What follows belongs to an exercise in optimizing a design on an open flow for small area and a short achievable clock period; a production flow would make more cautious choices. No run shown here included a check of the RTL's function; only the layout flow was run. No activity file was given, so power comes from the tool's default toggle rates.

**design.v**
```verilog
`timescale 1ns / 1ps
module MUL6_FA (input a, input b, input c, output s, output co);
  assign s = a ^ b ^ c;
  assign co = (a & b) | (a & c) | (b & c);
endmodule
module MUL6_HA (input a, input b, output s, output co);
  assign s = a ^ b;
  assign co = a & b;
endmodule
module MUL6 (input [5:0] a, input [5:0] b, output [11:0] p);
  wire [5:0] pp [0:5];
  genvar i, j;
  generate
    for (i = 0; i < 6; i = i + 1) begin : gi
      for (j = 0; j < 6; j = j + 1) begin : gj
        assign pp[i][j] = a[i] & b[j];
      end
    end
  endgenerate
  wire s1_4, c1_4, s1_5a, c1_5a, s1_5b, c1_5b, s1_6a, c1_6a, s1_6b, c1_6b, s1_7, c1_7;
  MUL6_HA h14 (pp[0][4], pp[1][3], s1_4, c1_4);
  MUL6_FA f15 (pp[0][5], pp[1][4], pp[2][3], s1_5a, c1_5a);
  MUL6_HA h15 (pp[3][2], pp[4][1], s1_5b, c1_5b);
  MUL6_FA f16 (pp[1][5], pp[2][4], pp[3][3], s1_6a, c1_6a);
  MUL6_HA h16 (pp[4][2], pp[5][1], s1_6b, c1_6b);
  MUL6_FA f17 (pp[2][5], pp[3][4], pp[4][3], s1_7, c1_7);
  wire s2_3, c2_3, s2_4, c2_4, s2_5, c2_5, s2_6, c2_6, s2_7, c2_7, s2_8, c2_8;
  MUL6_HA h23 (pp[0][3], pp[1][2], s2_3, c2_3);
  MUL6_FA f24 (pp[2][2], pp[3][1], pp[4][0], s2_4, c2_4);
  MUL6_FA f25 (pp[5][0], c1_4, s1_5a, s2_5, c2_5);
  MUL6_FA f26 (c1_5a, c1_5b, s1_6a, s2_6, c2_6);
  MUL6_FA f27 (pp[5][2], c1_6a, c1_6b, s2_7, c2_7);
  MUL6_FA f28 (pp[3][5], pp[4][4], pp[5][3], s2_8, c2_8);
  wire s3_2, c3_2, s3_3, c3_3, s3_4, c3_4, s3_5, c3_5, s3_6, c3_6, s3_7, c3_7, s3_8, c3_8, s3_9, c3_9;
  MUL6_HA h32 (pp[0][2], pp[1][1], s3_2, c3_2);
  MUL6_FA f33 (pp[2][1], pp[3][0], s2_3, s3_3, c3_3);
  MUL6_FA f34 (s1_4, c2_3, s2_4, s3_4, c3_4);
  MUL6_FA f35 (s1_5b, c2_4, s2_5, s3_5, c3_5);
  MUL6_FA f36 (s1_6b, c2_5, s2_6, s3_6, c3_6);
  MUL6_FA f37 (s1_7, c2_6, s2_7, s3_7, c3_7);
  MUL6_FA f38 (c1_7, c2_7, s2_8, s3_8, c3_8);
  MUL6_FA f39 (pp[4][5], pp[5][4], c2_8, s3_9, c3_9);
  wire [11:0] r0 = {1'b0, pp[5][5], s3_9, s3_8, s3_7, s3_6, s3_5, s3_4, s3_3, s3_2, pp[0][1], pp[0][0]};
  wire [11:0] r1 = {1'b0, c3_9, c3_8, c3_7, c3_6, c3_5, c3_4, c3_3, c3_2, pp[2][0], pp[1][0], 1'b0};
  assign p = r0 + r1;
endmodule
`timescale 1ns / 1ps
module NEURON(Clock, SignA, SignB, SignC, SignD, ExponentA, ExponentB, ExponentC, ExponentD, MantissaA, MantissaB, MantissaC, MantissaD, SignOut, ExponentOut, MantissaOut, SignOut1, ExponentOut1, MantissaOut1, SignOut2, ExponentOut2, MantissaOut2);
input Clock;
input SignA;
input SignB;
input SignC;
input SignD;
input [4:0] ExponentA;
input [4:0] ExponentB;
input [4:0] ExponentC;
input [4:0] ExponentD;
input [5:0] MantissaA;
input [5:0] MantissaB;
input [5:0] MantissaC;
input [5:0] MantissaD;
output reg SignOut, SignOut1, SignOut2;
output reg [4:0] ExponentOut, ExponentOut1, ExponentOut2;
output reg [5:0] MantissaOut, MantissaOut1, MantissaOut2;
reg [5:0] r_ma, r_mb, r_mc, r_md;
reg [5:0] r_e1, r_e2;    
reg r_t1, r_t2;          
always @(posedge Clock) begin
  r_ma <= MantissaA; r_mb <= MantissaB; r_mc <= MantissaC; r_md <= MantissaD;
  r_e1 <= ExponentA + ExponentB;
  r_e2 <= ExponentC + ExponentD;
  r_t1 <= SignA ~^ SignB;
  r_t2 <= SignC ~^ SignD;
end
wire e1_gt = r_e1 > r_e2;
wire e2_gt = r_e2 > r_e1;
wire [5:0] ediff = e1_gt ? r_e1 - r_e2 : r_e2 - r_e1;
wire [3:0] dsat = ediff[3:0] | {4{ediff[5] | ediff[4]}};
wire [11:0] p1, p2;
MUL6 mul1 (r_ma, r_mb, p1);
MUL6 mul2 (r_mc, r_md, p2);
reg [3:0] r_d;           
reg [11:0] r_p1, r_p2;   
reg [3:0] r_sh1, r_sh2;  
always @(posedge Clock) begin
  r_d <= dsat;
  r_p1 <= p1;
  r_p2 <= p2;
  r_sh1 <= e2_gt ? r_d : 4'd0;
  r_sh2 <= e1_gt ? r_d : 4'd0;
end
wire [11:0] ma = r_p1 >> r_sh1;
wire [11:0] mb = r_p2 >> r_sh2;
wire same = r_t1 ~^ r_t2;
wire [11:0] b = same ? mb : ~mb;
wire [12:0] s0 = {1'b0, ma} + {1'b0, b};
wire [11:0] s1 = ma + b + 12'd1;
wire c = s0[12];         
wire [5:0] m = same ? s0[11:6] : (c ? s1[11:6] : ~s0[11:6]);
wire z = same ? (s0[11:0] == 12'd0) : (s0[11:0] == 12'hfff);
wire s = (same | c) ? r_t1 : r_t2;
wire [5:0] E = e1_gt ? r_e1 : r_e2;
wire zero = ~s & (E == 6'd0) & z;
wire ge32 = E[5];
wire ge33 = E[5] & (E[4:0] != 5'd0);
wire eq32 = E == 6'd32;
wire eq31 = E == 6'd31;
wire eq30 = E == 6'd30;
wire eq29 = E == 6'd29;
wire eq28 = E == 6'd28;
reg [4:0] te; reg [5:0] tm;
always @* begin
  if (zero) begin te = 5'b00000; tm = 6'b000000; end
  else if (ge32) begin te = 5'b01111; tm = 6'b000000; end
  else if (eq31 & m[5]) begin te = 5'b01110; tm = 6'b111000; end
  else if (eq31) begin te = 5'b01110; tm = 6'b101100; end
  else if (eq30) begin te = 5'b01110; tm = {5'b10000, ~s}; end
  else if (eq29) begin te = 5'b01101; tm = 6'b011000; end
  else if (eq28) begin te = 5'b01100; tm = 6'b011110; end
  else begin te = 5'b01011; tm = 6'b001000; end
end
reg [4:0] se; reg [5:0] sm;
always @* begin
  if (zero) begin se = 5'b01110; sm = 6'b000000; end
  else if (~s) begin
    if (ge33) begin se = 5'b00000; sm = 6'b000000; end
    else if (eq32) begin se = 5'b01011; sm = 6'b000000; end
    else if (eq31 & (m[4:2] == 3'b111)) begin se = 5'b01100; sm = 6'b010000; end
    else if ((eq30 & (m[5:4] == 2'b11)) | eq31) begin se = 5'b01101; sm = 6'b000001; end
    else if (eq30) begin se = 5'b01101; sm = 6'b011000; end
    else begin se = 5'b01101; sm = 6'b110100; end
  end else begin
    if (ge33) begin se = 5'b01111; sm = 6'b000000; end
    else if (eq32) begin se = 5'b01110; sm = 6'b111010; end
    else if (eq31 & (m[4:2] == 3'b111)) begin se = 5'b01110; sm = 6'b110000; end
    else if ((eq30 & (m[5:4] == 2'b11)) | eq31) begin se = 5'b01110; sm = 6'b100000; end
    else if (eq30) begin se = 5'b01110; sm = 6'b010100; end
    else begin se = 5'b01110; sm = 6'b000110; end
  end
end
always @(posedge Clock) begin
  SignOut <= s;
  ExponentOut <= te;
  MantissaOut <= tm;
  SignOut1 <= 1'b1;
  ExponentOut1 <= se;
  MantissaOut1 <= sm;
  SignOut2 <= s;
  ExponentOut2 <= s ? E[4:0] : 5'd0;
  MantissaOut2 <= s ? m : 6'd0;
end
endmodule
```
**run.sh**
```bash
#!/bin/bash
# synth_recipe.tcl (not shown) runs the flow's synth.tcl, then flattens the netlist and writes it again
# the make line also repeats each setting of config.mk as NAME=value (left out here)
make -C /OpenROAD-flow-scripts/flow DESIGN_CONFIG=/design/flow/config.mk WORK_HOME=/design/flow/orfs CLKGATE_MAP_FILE= SYNTH_SCRIPT=/design/flow/synth_recipe.tcl finish
```
**config.mk**
```make
export PLATFORM = sky130hd
export DESIGN_NAME = NEURON
export DESIGN_NICKNAME = NEURON
export VERILOG_FILES = /design/flow/design.v
export SDC_FILE = /design/flow/constraint.sdc
export NUM_CORES = 4
export LEC_CHECK = 0
export CAP_MARGIN = 20
export CORE_MARGIN = 2
export CORE_UTILIZATION = 40
export SLEW_MARGIN = 20
```
**constraint.sdc**
```tcl
create_clock -name core_clock -period 11.0 [get_ports {Clock}]
set_input_delay 2.2000 -clock core_clock [delete_from_list [all_inputs] [get_ports {Clock}]]
set_output_delay 2.2000 -clock core_clock [all_outputs]
set_load 0.01 [all_outputs]
```
==> metrics.md, run 1 <==
| Metric | Value |
|---|---|
| Vias in the first global route | `5633` |
| CTS clk-pin slew, worst paths | `0.07 ns` |
| Syn. warnings | `2` |
| Final setup vio count | `0` |
| Setup TNS | `0 ns` |
| Max incr delay on CP | `0.66 ns` |
| CP Max Fanout | `12` |
| Core area | `18600 µm²` |
| Die Wd | `141 µm` |
| Nets | `1056` |
| GPL Wtd Cong | `0.825` |
| Final hold viol count | `0` |
| Worst skew pair latency | `0.35 ns` |
| Gates resized, CTS repair | `0` |
| CTS tree | `built` |
| Post-synth top area share | `28.3%` |
| IO Count | `85` |
| Root buf cell | `clkbuf_16` |
| Layout cell share with drive strength beyond 1 | `5.05%` |
| Crit start category | `flop` |
| Critical-path cell list | `mux2_2, nor2_1, a211oi_1, a21oi_1, o22ai_1, xnor2_1, ha_1, fa_1, a21o_1, a221oi_4, nor4_2, nor2_1, or4b_2, nand4_1, or2_1, a21o_1, a31o_1` |
| Crit path max-delay family | `simple AND/OR/NAND/NOR gates` |
| Synth top area cells | `dfxtp_1 (28%), ha_1 (11%), fa_1 (9.9%), and2_1 (5.3%), xnor2_1 (5.0%)` |
| Period minus WS final | `4.75 ns` |
| Total congestion overflow | `0` |
| RSZ-0062 raised after global routing | `false` |
| Leakage power | `3.90 nW` |
| Die H | `141 µm` |
| First-pass GRT wire length | `25.9 mm` |
| Mapped Cells | `842` |
| Maximum clock frequency | `211 MHz` |
| Commonest cells post-synth | `dfxtp_1 (106), inv_1 (73), ha_1 (65)` |
| Mapped Area | `7510 µm²` |
| Routed wire length | `14.8 mm` |
| Most frequent cell after synthesis | `dfxtp_1` |
| Post-CTS Setup Repair Bufs | `0` |
| Initial antenna violation count | `0` |
| Register area share after synthesis | `28.3%` |
| Setup crit end kind | `flop` |
| Post-synth EDFFs | `0` |
| Crit share post-route | `43.2%` |
| Max clock buf depth | `2` |
| Rows | `50` |
| Rel. slew slack | `54.1%` |
| CTS buffer count | `9` |
| Biggest registers after layout | `r_p1 (12), r_p2 (12)` |
| Via Count | `5861` |
| Unique masters post-synth | `68` |
| Critical path arrival | `4.99 ns` |
| DRC viols | `0` |
| Combined buffer and inverter count along the critical path | `0` |
| Cell area after layout | `8770 µm²` |
| Pin count of the biggest net entering global routing | `19` |
| Area after DPL | `8480 µm²` |
| Initial DRC Count | `309` |
| Slack of the critical path | `6.25 ns` |
| Number of nets with antenna violations after routing | `0` |
| WL/cell | `13.0 µm` |
| Synth area leader | `dfxtp_1` |
| Pwr/cell area | `295 nW/µm²` |
| GRT Resource Usage Total | `15.6%` |
| CTS H-tree depth | `3` |
| Initial core utilization | `40.4%` |
| Vias per inst | `5.12` |
| Top_reg_cell synth | `dfxtp_1` |
| HPWL after DPL | `12.0 mm` |
| Maximum Capacitance Violations | `0` |
| Antenna diode count | `0` |
| Worst Tran Pin Value | `0.689 ns` |
| Clock Skew | `0.00830 ns` |
| Worst hold path type | `flop to flop` |
| VDD IR max | `0.000199 V` |
| Worst EP required | `11.24 ns` |
| Mean Syn Cell Area | `8.92 µm²` |
| Outcome | `finished clean` |
| Final Max Slew Viols | `0` |
| Port Buf Inserts | `81` |
| Worst setup path class | `flop to flop` |
| 1st-pass router iterations | `5` |
| Area Growth Syn to Fin | `16.8%` |
| Slowest CP cell | `dfxtp_1` |
| DP Worst Slack | `6.31 ns` |
| Ys async rst share | `0%` |
| Die area | `19900 µm²` |
| Total power | `2.59 mW` |
| Hold_buf cts | `0` |
| Seq cells post-synth | `106` |
| Sink Count | `106` |
==> layer usage <==
metal	track usage (%)	share of wire (%)	vias up
li1	-	-	2988
met1	21.6	49	2775
met2	25.4	46	85
met3	2.58	3.0	13
met4	4.47	1.5	0
met5	0	0	-
==> through the flow <==
| step | instances | hold WS [ns] | util (%) |
|---|---|---|---|
| final | 1144 | 0.446 | 47.2 |
| after CTS | 1144 | 0.454 | 47.2 |
| after floorplan | 843 | 0.421 | - |
| after detailed placement | 1128 | 0.443 | 45.6 |
| after global routing | 1144 | 0.477 | 47.2 |
| after global placement | 1128 | 0.458 | 45.6 |
==> worst register-to-register path, cell delays in order, from the launching register on <==
cell and delay [ns]:
dfxtp_1 0.66, mux2_2 0.41, nor2_1 0.09, a211oi_1 0.05, a21oi_1 0.14, o22ai_1 0.11
xnor2_1 0.18, ha_1 0.26, fa_1 0.40, a21o_1 0.21, a221oi_4 0.33, nor4_2 0.11
nor2_1 0.47, or4b_2 0.23, nand4_1 0.19, or2_1 0.35, a21o_1 0.23, a31o_1 0.22
==> logic make-up after synthesis <==
logic type	share of synthesized area (%)
and+or+nand+nor	18.3
AOI/OAI and AO/OA	14.4
buffers and inverters	5.93
DFF	28.3
adders and majority gates	20.7
xor gates and xnor gates	6.18
muxes	6.07
other	0.100
==> report_power, final <==
part           leakage, nW  internal, mW  total (mW)  switching [mW]
combinational         2.88         0.732        1.69           0.959
clock                0.142         0.167       0.312           0.146
sequential           0.887         0.488       0.584          0.0964
total                 3.90          1.39        2.59            1.20
==> final timing paths <==
kind,start,endpoint,slack [ns],depth (start not counted)
worst min register to register,r_d[2],r_sh1[2],0.45,1
worst max-delay path,r_sh2[0],MantissaOut1[2],6.25,17
worst min-delay path,r_d[2],r_sh1[2],0.45,1
worst max register to register,r_sh2[0],MantissaOut1[2],6.25,17
==> cell type report <==
| class | count | area [µm²] |
|---|---|---|
| Tap cell | 234 | 293 |
| Timing Repair Buffer | 85 | 841 |
| Sequential cell | 106 | 2120 |
| Clock buffer | 11 | 253 |
| Inverter | 75 | 282 |
| Clock inverter | 5 | 38.8 |
| Fill cell | 1800 | 9810 |
| Multi-Input combinational cell | 628 | 4940 |
==> placed cells by master (no fill, tap or decap), types with 6 or more instances in the layout <==
cell             synthesis  layout
nand4_1                 11      11
a21o_1                  18      18
a211oi_1                 7       7
and2_1                  64      64
nor3_1                  18      18
nand2b_1                 8       8
xnor2_1                 43      43
clkbuf_16                0       9
dfxtp_1                106     106
o21ai_0                 24      24
mux2i_1                 23      23
inv_1                   73      73
mux2_2                  12      12
xor2_1                  10      10
o211ai_1                 6       6
nand3_1                 11      11
fa_1                    37      37
nand2_1                 50      50
nor2b_1                  8       8
o21bai_1                10      10
nor2_1                  64      64
a21oi_1                 58      58
clkdlybuf4s50_1          0      81
ha_1                    65      65
and3_1                   8       8
o22ai_1                  8       8
==> inputs of run 2 (changes only) <==
==> flow/run.sh (new file) <==
#!/bin/bash
set -euo pipefail
export SETUP_SLACK_MARGIN=7.5
bash standard.sh > standard_flow.log 2>&1
==> standard.sh (new file) <==
#!/bin/bash
# synth_recipe.tcl (not shown) runs the flow's synth.tcl, then flattens the netlist and writes it again
# the make line also repeats each setting of config.mk as NAME=value (left out here)
make -C /OpenROAD-flow-scripts/flow DESIGN_CONFIG=/design/flow/config.mk WORK_HOME=/design/flow/orfs CLKGATE_MAP_FILE= SYNTH_SCRIPT=/design/flow/synth_recipe.tcl "${@:-finish}"
removed: run.sh
==> metrics.md, run 2 <==
| Metric | Value |
|---|---|
| CP Max Fanout | `6 (-6)` |
| Mux contribution to synthesized area | `6.07% (unchanged)` |
| Worst setup path endpoint | `MantissaOut1[4]` |
| VDD IR max | `0.000201 V (+1.4%)` |
| Number of nets with antenna violations after routing | `0 (unchanged)` |
| Crit path max-delay family | `compound AO/OA/AOI/OAI gates` |
| Reg-to-reg startpoint | `r_sh2[0]` |
| GPL Wtd Cong | `0.874 (+5.9%)` |
| Worst skew pair latency | `0.36 ns (about the same)` |
| Initial antenna violation count | `0 (unchanged)` |
| Initial core utilization | `40.4% (unchanged)` |
| RSZ-0062 raised after global routing | `true` |
| Die Wd | `141 µm (unchanged)` |
| 1st-pass router iterations | `5 (unchanged)` |
| Outcome | `finished clean` |
| Clock Skew | `0.0124 ns (+0.00412 ns)` |
| Mapped Area | `7510 µm² (unchanged)` |
| Worst R2R Path Depth | `21 (+4)` |
| Area Growth Syn to Fin | `26.6%` |
| Worst EP required | `11.28 ns (+0.04 ns)` |
| Biggest registers after layout | `r_p1 (12), r_p2 (12)` |
| Vias per inst | `5.16 (+0.79%)` |
| Setup TNS | `0 ns (unchanged)` |
| Ys async rst share | `0% (unchanged)` |
| Slowest CP cell | `dfxtp_4` |
| Root buf cell | `clkbuf_16` |
| Reg2reg setup slack | `6.79 ns (+0.53 ns)` |
| Critical path origin | `r_sh2[0]` |
| Syn. warnings | `2 (unchanged)` |
| Via Count | `6047 (+3.2%)` |
| Core area | `18600 µm² (unchanged)` |
| Rows | `50 (unchanged)` |
| Pwr/cell area | `339 nW/µm² (+15%)` |
| WL/cell | `13.9 µm (+7.6%)` |
| Post-synth top area share | `28.3% (unchanged)` |
| Crit start category | `flop` |
| Critical path arrival | `4.49 ns (-0.50 ns)` |
| Worst Tran Pin Value | `0.632 ns (-0.0570 ns)` |
| HPWL after DPL | `12.0 mm (+0.61%)` |
| Setup crit end kind | `flop` |
| Total congestion overflow | `0 (unchanged)` |
| Worst hold path type | `flop to flop` |
| Final Max Slew Viols | `0 (unchanged)` |
| Antenna diode count | `0 (unchanged)` |
| Initial DRC Count | `345 (+12%)` |
| Unique masters post-synth | `68 (unchanged)` |
| Synth Area in XOR/XNOR | `6.18% (unchanged)` |
| Maximum clock frequency | `237 MHz (+13%)` |
| CTS H-tree depth | `3 (unchanged)` |
| Cell repeated most along the worst path | `buf_6` |
| Max incr delay on CP | `0.40 ns (-0.26 ns)` |
| Hold_buf cts | `0 (unchanged)` |
| Vias in the first global route | `5727 (+1.7%)` |
| Mean Syn Cell Area | `8.92 µm² (unchanged)` |
| DP Worst Slack | `5.84 ns (-0.473 ns)` |
| Sink Count | `106 (unchanged)` |
| Port Buf Inserts | `81 (unchanged)` |
| First-pass GRT wire length | `27.4 mm (+5.7%)` |
| Rel. slew slack | `57.9% (+3.8 points)` |
| Top_reg_cell synth | `dfxtp_1` |
| Most frequent cell after synthesis | `dfxtp_1` |
| Mapped Cells | `842 (unchanged)` |
| Slack of the critical path | `6.79 ns (+0.535 ns)` |
| CTS tree | `built` |
| Max clock buf depth | `2 (unchanged)` |
| Synth area leader | `dfxtp_1` |
| CTS buffer count | `9 (unchanged)` |
| Maximum Capacitance Violations | `0 (unchanged)` |
| Routed wire length | `16.3 mm (+10%)` |
| Critical path depth in cells | `21 (+4)` |
| Synth Area in Compound Gates | `14.4% (unchanged)` |
| Most frequent cells in the layout | `dfxtp_1 (99), clkdlybuf4s50_1 (81), inv_1 (72)` |
| DRC viols | `0 (unchanged)` |
| Reg2Reg Capture Point | `MantissaOut1[4]` |
| CTS clk-pin slew, worst paths | `0.07 ns (about the same)` |
| GRT Resource Usage Total | `16.7% (+1.1 points)` |
| IO Count | `85 (unchanged)` |
| Synth top area cells | `dfxtp_1 (28%), ha_1 (11%), fa_1 (9.9%), and2_1 (5.3%), xnor2_1 (5.0%)` |
| Die H | `141 µm (unchanged)` |
| Post-synth EDFFs | `0 (unchanged)` |
| Register area share after synthesis | `28.3% (unchanged)` |
| Final hold viol count | `0 (unchanged)` |
| Seq cells post-synth | `106 (unchanged)` |
| Pin count of the biggest net entering global routing | `20 (+1)` |
| Nets | `1084 (+2.7%)` |
| Period minus WS final | `4.21 ns (-0.535 ns)` |
| Post-Synth Simple-Gate Area | `18.3% (unchanged)` |
| Synth Area in Adders | `20.7% (unchanged)` |
| Leakage power | `4.13 nW (+5.7%)` |
| Fill cells | `1744 (-3.1%)` |
| Combined buffer and inverter count along the critical path | `5 (+5)` |
| Critical-path cell list | `buf_8, buf_6, mux2i_1, a211oi_2, a21oi_1, o22ai_2, xnor2_2, ha_2, fa_2, a21o_1, a221oi_4, buf_6, buf_6, o21ai_4, and3_4, a311oi_2, nand4_1, buf_4, nor4_4, a221oi_2, o22ai_1` |
| Worst setup path class | `flop to flop` |
| Layout cell share with drive strength beyond 1 | `16.0% (+11 points)` |
| Final setup vio count | `0 (unchanged)` |
| Die area | `19900 µm² (unchanged)` |
| Largest family of logic cells by synthesized area | `adder cells` |
| Commonest non-fill, non-tap cell in the layout | `dfxtp_1` |
| Crit share post-route | `38.3% (-4.9 points)` |
| Commonest cells post-synth | `dfxtp_1 (106), inv_1 (73), ha_1 (65)` |
run 2: cell counts after synthesis:
Identical to the previous run, type by type.
run 2: power by group:
part	internal (mW)	total (mW)	switching (mW)
logic	1.09	2.31	1.22
registers	0.490	0.593	0.103
clock network	0.166	0.313	0.147
total	1.75	3.22	1.47
run 2: repair_timing:
| item | 4_1_cts | 5_1_grt |
|---|---|---|
| endpoints found under the setup margin | 33 | 40 |
| gates resized for setup | 47 | 62 |
| setup buffers | 19 | 10 |
| pin swaps | 24 | 18 |
run 2: cell type report:
class | instances | area [µm²] | share of cell area (%)
clock buffers | 12 | 256 | 2.70
repair buffers | 113 | 1080 | 11.4
well taps | 234 | 293 | 3.08
multi-input cells | 628 | 5430 | 57.1
clock inverters | 3 | 23.8 | 0.250
flip-flops and latches | 106 | 2130 | 22.4
inverters | 75 | 287 | 3.02
run 2: worst min path at each step:
stage	from	end	slack (ns)	cells after the start
global placement	r_d[3]	r_sh1[3]	0.45	1
floorplan	r_d[0]	r_sh1[0]	0.42	1
CTS	r_d[3]	r_sh1[3]	0.47	1
detailed placement	r_d[3]	r_sh1[3]	0.45	1
global route	r_d[3]	r_sh1[3]	0.48	1
finish	r_d[3]	r_sh1[3]	0.46	1
run 2: routing by layer:
metal	vias to the layer above	share of wire, %	global-route usage, %
li1	3044	-	-
met1	2864	48	23.6
met2	111	47	26.3
met3	28	3.1	2.96
met4	0	1.9	4.89
met5	-	0	0
run 2: kinds of logic after synthesis:
group | count (synthesis)
AOI/OAI and AO/OA | 166
and+or+nand+nor | 265
DFF | 106
muxes | 39
adders and majority gates | 102
other | 2
buffers and inverters | 109
xor gates and xnor gates | 53
run 2: per-stage QoR:
step	utilization (%)	total power, mW	cell area [µm²]	std cells	hold WS [ns]
floorplan	-	1.94	7590	843	0.421
global placement	45.9	2.30	8520	1127	0.453
detailed placement	45.9	2.30	8520	1127	0.451
CTS	49.2	2.91	9140	1161	0.468
global route	51.1	3.46	9500	1171	0.476
finish	51.1	3.22	9500	1171	0.463

## re-timing with driven ports
How much do the figures lean on ideal ports? The routed layouts below were timed once more, with nothing changed but the port constraints.
Step 1: set_driving_cell puts a clkbuf_16 on Clock and a buf_2 on each other input, an assumption about the parent block.
Step 2 moves the port delays by t, midway between the first and last clock arrival at a register: inputs arrive t later, outputs are due t later. That takes back most of the time a late clock gives input paths.
Slacks: no drivers / after step 1 / after step 2; pairs: no drivers / after step 1.
run | t, ns | setup slack, ns | worst slew at a driven data input, ns | pins driven straight from the clock port
run 1 | 0.391 | 6.253 / 6.253 / 6.253 | 0.03 | 1
run 2 | 0.396 | 6.788 / 6.788 / 6.788 | 0.03 | 1
After both steps every run listed still meets setup and hold.
